This is an optimization exercise on Yosys and OpenROAD, whose aim is small area and few clock cycles, not a production implementation.
The RTL was checked by simulation tests, not by an equivalence proof against the original design.

// uBlock_enc_top
module uBlock_enc_top(
	input			clk,
	input			rstn,
	input	[127:0]	plain0,
	input	[127:0]	plain1,
	input	[127:0]	key0,
	input	[127:0]	key1,
	input			start,
	output	[127:0]	cipher0,
	output	[127:0]	cipher1,
	output			done,
	output	reg		occupied
    );
For scale: roughly 1,200 flip-flops, about 770 I/O pins, about 70,000 um^2 of cells after synthesis.
==> flow/config.mk <==
export PLATFORM = sky130hd
export DESIGN_NAME = uBlock_enc_top
export DESIGN_NICKNAME = uBlock_enc_top
export VERILOG_FILES = /design/flow/design.v
export SDC_FILE = /design/flow/constraint.sdc
export NUM_CORES = 4
export LEC_CHECK = 0
export CAP_MARGIN = 20
export CORE_MARGIN = 2
export CORE_UTILIZATION = 50
export SLEW_MARGIN = 10
==> flow/constraint.sdc <==
create_clock -name core_clock -period 10.0 [get_ports {clk}]
set_input_delay 2.0000 -clock core_clock [delete_from_list [all_inputs] [get_ports {clk}]]
set_output_delay 2.0000 -clock core_clock [all_outputs]
set_load 0.01 [all_outputs]
standard.sh (not shown) runs the stock make flow with config.mk's settings and CLKGATE_MAP_FILE= SYNTH_SCRIPT=/design/flow/synth_recipe.tcl, a recipe that flattens the netlist after the stock synthesis.
==> flow/flow/run.sh <==
#!/bin/bash
# The standard layout (standard.sh), except:
#  - synthesis maps with an area-oriented ABC script (flow/area.script, via
#    flow/synth.tcl) and without the adder-extraction step; registers,
#    names and flattening are those of the standard synthesis;
#  - every port gets a buf_1 buffer instead of a clkdlybuf4s50_1;
#  - the clock tree uses small clock buffers and no dummy loads.
set -euo pipefail
W=$PWD
export FLOW_WORK=$W
export FLOW_ABC_SCRIPT=$W/flow/area.script
bash standard.sh \
  SYNTH_SCRIPT=$W/flow/synth.tcl ADDER_MAP_FILE= \
  "BUFFER_PORTS_ARGS=-buffer_cell sky130_fd_sc_hd__buf_1" \
  "CTS_ARGS=-sink_clustering_enable -repair_clock_nets -dont_use_dummy_load -buf_list {sky130_fd_sc_hd__clkbuf_4 sky130_fd_sc_hd__clkbuf_8} -sink_clustering_size 16 -sink_clustering_max_diameter 50" \
  finish > $W/flow_make.log 2>&1
==> flow/flow/area.script <==
strash
&get -n
&st
&dch -f
&nf -a -R 1000
&put
==> flow/flow/synth.tcl <==
# The standard synthesis, with an area-oriented ABC script in place of
# the speed script; everything else (registers, names, flattening) is unchanged.
proc abc {args} {
  set i [lsearch -exact $args -script]
  if {$i >= 0} { lset args [expr {$i + 1}] $::env(FLOW_ABC_SCRIPT) }
  yosys abc {*}$args
}
source $::env(FLOW_WORK)/synth_recipe.tcl
The first run completed with no timing, DRC or antenna violations.
Testbench counts at the start, summed over its fixed seeds: cycles 6,528.
Edit:
==> flow/flow/run.sh (replaced) <==
#!/bin/bash
# Standard layout, except: area-oriented ABC mapping in synthesis, buf_1
# port buffers, and a clock tree of small clock buffers without dummy loads.
set -euo pipefail
W=$PWD
export FLOW_WORK=$W
export FLOW_ABC_SCRIPT=$W/flow/area.script
bash standard.sh \
  SYNTH_SCRIPT=$W/flow/synth.tcl \
  "BUFFER_PORTS_ARGS=-buffer_cell sky130_fd_sc_hd__buf_1" \
  "CTS_ARGS=-sink_clustering_enable -repair_clock_nets -dont_use_dummy_load -buf_list {sky130_fd_sc_hd__clkbuf_8}" \
  finish > $W/flow_make.log 2>&1
- CORE_UTILIZATION: 50 -> 40
- SLEW_MARGIN: 10 -> 20
What happened:
- The new run finished with timing, DRC and antenna clean
- setup slack got worse by 840 ps
- non-clock buffer count drops by 15
- routed wire length went up by 8.2%
- sequential share of layout area decreases by 1.4 points
- global-route usage fell by 7.2 points
- flip-flop and latch count is unchanged
Edit:
==> flow/flow/run.sh (replaced) <==
#!/bin/bash
# The standard layout (standard.sh), except:
#  - synthesis maps with an area-oriented ABC script (flow/area.script, via
#    flow/synth.tcl) and without the adder-extraction step; registers,
#    names and flattening are those of the standard synthesis;
#  - every port gets a buf_1 buffer instead of a clkdlybuf4s50_1;
#  - the clock tree uses small clock buffers and no dummy loads.
set -euo pipefail
W=$PWD
export FLOW_WORK=$W
export FLOW_ABC_SCRIPT=$W/flow/area.script
bash standard.sh \
  SYNTH_SCRIPT=$W/flow/synth.tcl ADDER_MAP_FILE= SYNTH_INSBUF=0 \
  "BUFFER_PORTS_ARGS=-buffer_cell sky130_fd_sc_hd__buf_1" \
  "CTS_ARGS=-sink_clustering_enable -repair_clock_nets -dont_use_dummy_load -buf_list {sky130_fd_sc_hd__clkbuf_4 sky130_fd_sc_hd__clkbuf_8} -sink_clustering_size 16 -sink_clustering_max_diameter 50" \
  finish > $W/flow_make.log 2>&1
- CORE_UTILIZATION: 40 -> 50
- GPL_TIMING_DRIVEN: unset -> 0
- SLEW_MARGIN: 20 -> 10
Effect: Synthesized area falls by a few percent. Worst hold slack is worse by 26 ps. First-iteration DRC count rises by a quarter to a third. Cell count falls by a little under a tenth. Core utilization rises by 13 points. Non-clock buffer count falls by 45.

[static timing again, ports no longer ideal]
The results above use ideal ports. As a check the final layouts listed here were re-extracted and re-timed, cells and wires unchanged.
Step 1: set_driving_cell puts a clkbuf_16 on clk and a buf_2 on each other input, an assumption about the parent block.
Step 2 times the ports against the registers' clock, not the clock port: input delays grow and output delays shrink by t, the midpoint of the rising clock arrivals with the driver on.
Three values: ideal, step 1, step 2; two values: the first two.
run	shift t [ns]	setup WS [ns]	hold WS [ns]	clock arrival spread, ns	cell pins on the clock port's net
the first run	0.992	2.637 / 2.545 / 3.220	0.488 / 0.488 / 0.488	0.107 / 0.106	1
the second run	1.033	1.797 / 1.706 / 2.739	0.474 / 0.474 / 0.474	0.118 / 0.118	1
the third run	0.974	1.697 / 1.610 / 2.584	0.448 / 0.448 / 0.448	0.113 / 0.113	1
After both steps setup and hold are still met in every run listed.
